What follows belongs to an exercise in optimizing a design on an open flow for small area and a short achievable clock period; a production flow would make more cautious choices.
The RTL was checked by simulation tests, not by an equivalence proof against the original design.
No activity file was given, so power comes from the tool's default toggle rates.

$ cat flow/design.v
module rdmx_shim #
(
    parameter DATA_WBITS = 512
)
(
    input clk, resetn,
    output reg[31:0] FRAME_COUNT,
    input[15:0] PACKET_SIZE,
    input[31:0] FRAME_SIZE,
    input[63:0] FD_RING_ADDR, FD_RING_SIZE,
    input[63:0] MD_RING_ADDR, MD_RING_SIZE,
    input[63:0] FC_ADDR,
    input [DATA_WBITS-1:0] AXIS_FD_TDATA,
    input                  AXIS_FD_TVALID,
    input                  AXIS_FD_TLAST,
    output                 AXIS_FD_TREADY,
    input[DATA_WBITS-1:0]  AXIS_MD_TDATA,
    input                  AXIS_MD_TVALID,
    output                 AXIS_MD_TREADY,
    output reg [63:0]                        M_AXI_AWADDR,
    output reg [39:0]                        M_AXI_AWUSER,
    output reg [7:0]                         M_AXI_AWLEN,
    output     [2:0]                         M_AXI_AWSIZE,
    output     [3:0]                         M_AXI_AWID,
    output     [1:0]                         M_AXI_AWBURST,
    output                                   M_AXI_AWLOCK,
    output     [3:0]                         M_AXI_AWCACHE,
    output     [3:0]                         M_AXI_AWQOS,
    output     [2:0]                         M_AXI_AWPROT,
    output reg                               M_AXI_AWVALID,
    input                                                   M_AXI_AWREADY,
    output reg[DATA_WBITS-1:0]              M_AXI_WDATA,
    output reg[(DATA_WBITS/8)-1:0]          M_AXI_WSTRB,
    output reg                              M_AXI_WVALID,
    output reg                              M_AXI_WLAST,
    input                                                   M_AXI_WREADY,
    input[1:0]                                              M_AXI_BRESP,
    input                                                   M_AXI_BVALID,
    output                                  M_AXI_BREADY,
    output           eof
);
localparam METADATA_WIDTH = 128;
wire[7:0] cycles_per_packet = PACKET_SIZE / (DATA_WBITS/8);
reg [63:0] fd_ptr;
wire[63:0] next_fd_ptr = fd_ptr + PACKET_SIZE;   
reg [63:0] md_ptr;
wire[63:0] next_md_ptr = md_ptr + METADATA_WIDTH;
reg[8:0] beat;
wire first_beat = (M_AXI_WVALID & M_AXI_WREADY & (beat == 0));
reg[2:0]   fsm_state;
localparam FSM_RESET       = 0;
localparam FSM_START       = 1;
localparam FSM_XFER_PACKET = 2;
localparam FSM_OUTPUT_MD1  = 3;
localparam FSM_OUTPUT_MD2  = 4;
localparam FSM_OUTPUT_FC   = 5;
reg[DATA_WBITS-1:0] metadata[0:1];
wire[31:0] fc_plus_one = (FRAME_COUNT + 1);
reg [31:0] packets_per_frame;
wire[31:0] packets_per_half_frame = packets_per_frame / 2;
always @* begin
    case (PACKET_SIZE)
          64:   packets_per_frame = FRAME_SIZE /   64;
         128:   packets_per_frame = FRAME_SIZE /  128;
         256:   packets_per_frame = FRAME_SIZE /  256;
         512:   packets_per_frame = FRAME_SIZE /  512;
        1024:   packets_per_frame = FRAME_SIZE / 1024;
        2048:   packets_per_frame = FRAME_SIZE / 2048;
        4096:   packets_per_frame = FRAME_SIZE / 4096;
        8192:   packets_per_frame = FRAME_SIZE / 8192;
     default:   packets_per_frame = 1;
    endcase
end
reg[1:0] mdsm_state;
reg      fetch_metadata;
wire     metadata_ready = (mdsm_state == 2);
assign AXIS_MD_TREADY = (resetn == 1 && mdsm_state < 2);
always @(posedge clk) begin
    if (resetn == 0) begin
        mdsm_state <= 0;
    end else case(mdsm_state)
        0:  if (AXIS_MD_TVALID & AXIS_MD_TREADY) begin
                metadata[0] <= AXIS_MD_TDATA;
                mdsm_state  <= 1;
            end
        1:  if (AXIS_MD_TVALID & AXIS_MD_TREADY) begin
                metadata[1] <= AXIS_MD_TDATA;
                mdsm_state  <= 2;
            end
        2:  if (fetch_metadata) mdsm_state <= 0;
    endcase
end
reg[2:0]   output_mode;
localparam OM_RESET = 0;
localparam OM_FD    = 1;   
localparam OM_MD1   = 2;   
localparam OM_MD2   = 3;   
localparam OM_FC    = 4;   
always @* begin
    case (fsm_state)
        FSM_XFER_PACKET:    output_mode = OM_FD;     
        FSM_OUTPUT_MD1:     output_mode = OM_MD1;    
        FSM_OUTPUT_MD2:     output_mode = OM_MD2;    
        FSM_OUTPUT_FC:      output_mode = OM_FC;     
        default:            output_mode = OM_RESET;
    endcase
end
always @* begin
    case (output_mode)
        OM_FD   :   M_AXI_WDATA = AXIS_FD_TDATA;
        OM_MD1  :   M_AXI_WDATA = metadata[0];
        OM_MD2  :   M_AXI_WDATA = metadata[1];
        OM_FC   :   M_AXI_WDATA = FRAME_COUNT + 1;
        default :   M_AXI_WDATA = 0;
    endcase
end
always @* begin
    case (output_mode)
        OM_FD   :   M_AXI_WLAST = AXIS_FD_TLAST;
        OM_MD2  :   M_AXI_WLAST = 1;
        OM_FC   :   M_AXI_WLAST = 1;
        default :   M_AXI_WLAST = 0;
    endcase
end
always @* begin
    case (output_mode)
        OM_FC   :   M_AXI_WSTRB = 4'hF;
        default :   M_AXI_WSTRB = -1; 
    endcase
end
always @* begin
    case (output_mode)
        OM_FD   :   M_AXI_WVALID = AXIS_FD_TVALID;
        OM_MD1  :   M_AXI_WVALID = metadata_ready;
        OM_MD2  :   M_AXI_WVALID = metadata_ready;
        OM_FC   :   M_AXI_WVALID = 1;
        default :   M_AXI_WVALID = 0;
    endcase
end
assign M_AXI_AWID    = 0;
assign M_AXI_AWSIZE  = $clog2(DATA_WBITS/8);
assign M_AXI_AWBURST = 1;        
assign M_AXI_AWLOCK  = 0;        
assign M_AXI_AWCACHE = 0;        
assign M_AXI_AWPROT  = 1;        
assign M_AXI_AWQOS   = 0;        
always @* begin
    case (output_mode)
        OM_FD   :   M_AXI_AWADDR = FD_RING_ADDR + fd_ptr;
        OM_MD1  :   M_AXI_AWADDR = MD_RING_ADDR + md_ptr;
        OM_MD2  :   M_AXI_AWADDR = MD_RING_ADDR + md_ptr;
        OM_FC   :   M_AXI_AWADDR = FC_ADDR;
        default :   M_AXI_AWADDR = 0;
    endcase
end
always @* begin
    case (output_mode)
        OM_FD   :   M_AXI_AWLEN = cycles_per_packet - 1;
        OM_MD1  :   M_AXI_AWLEN = 1;
        OM_MD2  :   M_AXI_AWLEN = 1;
        default :   M_AXI_AWLEN = 0;
    endcase
end
always @* begin
    case (output_mode)
        OM_FD   :   M_AXI_AWVALID = first_beat;
        OM_MD1  :   M_AXI_AWVALID = first_beat;
        OM_FC   :   M_AXI_AWVALID = first_beat;
        default :   M_AXI_AWVALID = 0;
    endcase
end
always @* begin
    case (output_mode)
        OM_FC   :   M_AXI_AWUSER = {8'b1, fc_plus_one};
        default :   M_AXI_AWUSER = {8'b0, fc_plus_one};
    endcase
end
assign M_AXI_BREADY = 1;
assign AXIS_FD_TREADY = (output_mode == OM_FD) & M_AXI_WREADY;
always @(posedge clk) begin
    case(fsm_state)
        FSM_START:
            fd_ptr <= 0;
        FSM_XFER_PACKET:
            if (M_AXI_WVALID & M_AXI_WREADY & M_AXI_WLAST) begin
                if (next_fd_ptr < FD_RING_SIZE)
                    fd_ptr <= next_fd_ptr;
                else
                    fd_ptr <= 0;
            end
    endcase
end
always @(posedge clk) begin
    case(fsm_state)
        FSM_START:
            md_ptr <= 0;
        FSM_OUTPUT_MD2:
            if (M_AXI_WVALID & M_AXI_WREADY) begin
                if (next_md_ptr < MD_RING_SIZE)
                    md_ptr <= next_md_ptr;
                else
                    md_ptr <= 0;
            end
    endcase
end
reg[31:0] packet_count;
always @(posedge clk) begin
    fetch_metadata <= 0;
    if (resetn == 0) begin
        fsm_state   <= FSM_RESET;
        FRAME_COUNT <= 0;
    end else case(fsm_state)
        FSM_RESET:
            fsm_state <= FSM_START;
        FSM_START:
            begin
                beat         <= 0;
                FRAME_COUNT  <= 0;
                packet_count <= 1;
                fsm_state    <= FSM_XFER_PACKET;
            end
        FSM_XFER_PACKET:
            if (M_AXI_WVALID & M_AXI_WREADY) begin
                beat <= beat + 1;
                if (M_AXI_WLAST) begin
                    beat <= 0;
                    if (packet_count == packets_per_half_frame) begin
                        fsm_state <= FSM_OUTPUT_MD1;
                    end else
                        packet_count <= packet_count + 1;
                end
            end
        FSM_OUTPUT_MD1:
            if (M_AXI_WVALID & M_AXI_WREADY) begin
                beat      <= 1;
                fsm_state <= FSM_OUTPUT_MD2;
            end
        FSM_OUTPUT_MD2:
            if (M_AXI_WVALID & M_AXI_WREADY) begin
                fetch_metadata <= 1;
                beat           <= 0;
                fsm_state      <= FSM_OUTPUT_FC;
            end
        FSM_OUTPUT_FC:
            if (M_AXI_WVALID & M_AXI_WREADY) begin
                FRAME_COUNT  <= FRAME_COUNT + 1;
                packet_count <= 1;
                fsm_state    <= FSM_XFER_PACKET;
            end
    endcase
end
assign eof = (fsm_state == FSM_OUTPUT_FC) & M_AXI_WVALID & M_AXI_WREADY;
endmodule
$ cat flow/run.sh
#!/bin/bash
# synth_recipe.tcl (not shown) runs the flow's synth.tcl, then flattens the netlist and writes it again
# the make line also repeats each setting of config.mk as NAME=value (left out here)
make -C /OpenROAD-flow-scripts/flow DESIGN_CONFIG=/design/flow/config.mk WORK_HOME=/design/flow/orfs CLKGATE_MAP_FILE= SYNTH_SCRIPT=/design/flow/synth_recipe.tcl finish
$ cat flow/config.mk
export PLATFORM = sky130hd
export DESIGN_NAME = rdmx_shim
export DESIGN_NICKNAME = rdmx_shim
export VERILOG_FILES = /design/flow/design.v
export SDC_FILE = /design/flow/constraint.sdc
export NUM_CORES = 4
export LEC_CHECK = 0
export CAP_MARGIN = 20
export CORE_AREA = 10 10 750 750
export DIE_AREA = 0 0 760 760
export PLACE_DENSITY = 0.5
export SLEW_MARGIN = 20
$ cat flow/constraint.sdc
create_clock -name core_clock -period 7.5 [get_ports {clk}]
set_input_delay 1.5000 -clock core_clock [delete_from_list [all_inputs] [get_ports {clk}]]
set_output_delay 1.5000 -clock core_clock [all_outputs]
set_load 0.01 [all_outputs]
==> notes.md <==
largest net degree at the start of global routing 140; syn_area_per_cell 11.2 um2; skew final 0.0859 ns; total core area 0.545 mm2; Setup crit start MD_RING_ADDR[0]; Starting Density 0.123; DRC viols 0; proportion of layout cells with a drive suffix above 1 0.0806; Die Span X 760 um; final hold violations 0; clk sinks 1,231; fmax 0.136 GHz; Port-buffer cells 2,105; CP Capture Type primary output; slowest stage cell, crit path clkdlybuf4s50_1; VDD IR max 303 uV; pwr/cell area 232 mW/mm2; crit-path cells clkdlybuf4s50_1 -> ha_1 -> inv_1 -> fa_1 -> nor2b_1 -> o2111ai_1 -> a21oi_2 -> o311a_1 -> o21ai_0 -> nand3_1 -> buf_4 -> a31oi_1 -> buf_4 -> o32ai_1 -> mux2i_1 -> o221ai_1 -> buf_4 -> clkdlybuf4s50_1; Seq pwr share 0.361; HP Class flop to flop; total of max-cap violations 0; Tot GR Track Use 0.175; initial detailed-routing violation count 5,843; EDFF count, synth 1,193; # rows 271; Final ANT Viol Nets 0; Leakage 36.0 nW; Gate power share 0.301; status finished clean; critical path's largest stage delay 0.56 ns; Syn Std Cell Area 0.0672 mm2; post-route insts no fill 15,600; net total in the final layout 9,867; reg2reg end md_ptr[6]$_SDFFCE_PN0P_; Max clock buf depth 4; Vias 60,900; startpoint types input port; switching share of power 0.339; flop and latch count out of synthesis 1,231; H-tree depth 4; via/cell ratio 3.90; vias in the first global route 59,300; Worst R2R Path Depth 19; antenna violations before repair 391; endpoints failing setup 0; worst skew pair latency 0.91 ns; Detailed Routing Iterations Pass 1 8; top cell type's share of synthesized area 0.533; GP Congestion 0.974; CTS tree done; ys flop type edfxtp_1; Root Driver clkbuf_16; YS warnings 2; async set-reset flop share out of synthesis 0; area grow syn2layout 55.0%; Crit Path Category input port to primary output; crit-path max FO 7; Design Area, Final 0.104 mm2; Post-CTS Setup Bufs 0; most common cell in the synthesized netlist edfxtp_1; cell repeated most along the worst path buf_4; Final Cycle Share 0.977; Data required, critical path 6.00 ns; Reg2Reg Launch Point md_ptr[13]$_SDFFCE_PP0P_; Slew Limit Fails 0; Avg WL per Cell 34.3 um; switching power 0.00819 W; global-route wire length before repair 668 mm; Reg2Reg Setup Slack 1.59 ns; Synth area leaders edfxtp_1 (53%), mux2i_1 (7.7%), ha_1 (5.2%), o21ai_0 (4.9%), nand2_1 (4.2%); filler instances 59,900; clock power share 0.338; synthesized instance count 6,004; hold path startpoint FRAME_COUNT[10]$_SDFFE_PN0P_; Area after DPL 0.0984 mm2; worst-margin pin slew 1.33 ns; total die area 0.578 mm2; final wirelength 535 mm; Hold Crit Endpoint FRAME_COUNT[10]$_SDFFE_PN0P_; CTS Buf Count 167; Cell Int Power 0.0160 W; placed instance count 15,200; Worst-path clk slew 0.06 ns; Commonest cells post-synth edfxtp_1 (1,193), nand2_1 (747), o21ai_0 (656); RSZ-0062 raised after global routing yes; Synth cell types 96; Die Span Y 760 um; Worst EP arrival 5.83 ns; GRT overflow 0; hold path depth 2; sequential share of the synthesized area 0.545; biggest area consumer among synthesized cells edfxtp_1; relative slew slack 0.102; fin crit period 7.33 ns; HPWL Detailed 460 mm; Ports 2,150
## area by class of cell
class | count | area (um2) | area share
diodes | 63 | 158 | 0.00151
clock buffers | 200 | 4330 | 0.0416
clock inverters | 100 | 1080 | 0.0103
inverters | 205 | 772 | 0.00742
multi-input cells | 4173 | 28200 | 0.271
flip-flops and latches | 1231 | 36600 | 0.351
well taps | 7234 | 9050 | 0.0869
repair buffers | 2403 | 23900 | 0.230
## flip-flops by register name (all words and copies together) (netlist names)
register	flops
packet_count	32
md_ptr	64
mdsm_state	2
beat	9
fsm_state	3
fetch_metadata	1
FRAME_COUNT	32
fd_ptr	64
metadata	1024
## stage by stage
step                setup WS (ns)   util  total power [W]  TNS (ns)  hold slack [ns]
global route              -0.0479  0.191           0.0251   -0.0491            0.563
CTS                        0.0202  0.190           0.0246         0            0.523
floorplan                   -1.21      -           0.0118  -1244.05            0.503
detailed placement         -0.164  0.181           0.0162    -0.184            0.514
global placement           -0.233  0.181           0.0162    -0.345            0.498
finish                      0.171  0.191           0.0241         0            0.523
## critical path, delay by kind of cell
kind,cells,cell delay (ns)
adders and majority gates,2,0.60
buffers and inverters,6,1.63
muxes,1,0.30
and+or+nand+nor,2,0.28
AOI/OAI and AO/OA,7,1.50
## how the worst max path moves through the flow
stage          slack, ns                        to  cells after the start
2_1_floorplan      -1.21  metadata[0][0]$_DFFE_PP_                      3
3_3_place_gp       -0.23          M_AXI_AWADDR[59]                     16
3_5_place_dp       -0.16          M_AXI_AWADDR[59]                     16
4_1_cts             0.02          M_AXI_AWADDR[61]                     16
5_1_grt            -0.05          M_AXI_AWADDR[61]                     16
6_report            0.17          M_AXI_AWADDR[62]                     18
## what timing repair did
item                                    CTS  global route
endpoints found under the setup margin    2             8
pin swaps                                 0             1
hold buffers                              0             0
gates resized for setup                   3            10
gates cloned                              0             0
## power by group through the flow
stage | Combinational [W] | Sequential, W | Clock (W)
5_1_grt | 0.00763 | 0.00878 | 0.00865
6_report | 0.00726 | 0.00872 | 0.00817
3_3_place_gp | 0.00739 | 0.00884 | 0
3_5_place_dp | 0.00737 | 0.00886 | 0
4_1_cts | 0.00741 | 0.00872 | 0.00842
2_1_floorplan | 0.00281 | 0.00896 | 0
## cell usage in the layout, fill, tap and decap left out, types with 19 or more instances in the layout
cell,n
clkinv_1,40
o21a_1,20
xor2_1,136
and3_1,104
and2_1,24
and4_1,31
clkdlybuf4s50_1,2044
o221ai_1,24
nand4_1,82
a211oi_1,23
clkinv_2,24
a222oi_1,23
clkbuf_16,167
dfxtp_1,37
conb_1,33
buf_4,297
a21o_1,117
or3_1,26
a22oi_1,78
mux2i_1,517
nor3_1,62
edfxtp_1,1193
xnor2_1,176
nand3_1,108
a221o_1,28
a31oi_1,20
nor4_1,19
nor2b_1,98
nand2_1,745
inv_1,201
nor2_1,241
buf_12,60
diode_2,63
nand2b_1,21
ha_1,281
o21ai_0,654
clkbuf_1,30
a21oi_1,204
o21bai_1,27
## per-layer routing
| metal | routed length, um | up-vias | GRT usage |
|---|---|---|---|
| li1 | - | 26700 | - |
| met1 | 189000 | 29700 | 0.184 |
| met2 | 270000 | 3114 | 0.320 |
| met3 | 49300 | 1116 | 0.0650 |
| met4 | 24600 | 320 | 0.0618 |
| met5 | 2120 | - | 0 |
## cell families after synthesis
group                      Yosys count  share of synthesized area
other                                2                   0.000112
buffers and inverters              631                     0.0409
DFF                               1231                      0.545
AOI/OAI and AO/OA                 1382                      0.126
adders and majority gates          284                     0.0532
muxes                              522                     0.0779
and+or+nand+nor                   1635                      0.116
xor gates and xnor gates           317                     0.0413

-- what the ideal ports hide --
How much do the figures lean on ideal ports? The routed layout below was timed once more, with nothing changed but the port constraints. Step 1: set_driving_cell puts a clkbuf_16 on clk and a buf_2 on each other input, an assumption about the parent block. Step 2 adds t to the input delays and takes it off the output delays; t is the mean of the earliest and latest rising clock arrival at the registers after step 1. Input paths then give back, and output paths get back, about the clock's delay inside the block. a / b / c = ideal / step 1 / step 2; a / b = the first two.
t (ns): 0.966
setup WS [ns]: 0.171 / 0.013 / 0.013
latest minus earliest clock arrival (ns): 0.105 / 0.105
After both steps this run still meets setup and hold. For this run, drivers alone change the setup slack by -0.158 ns; drivers and shift together by -0.158 ns.
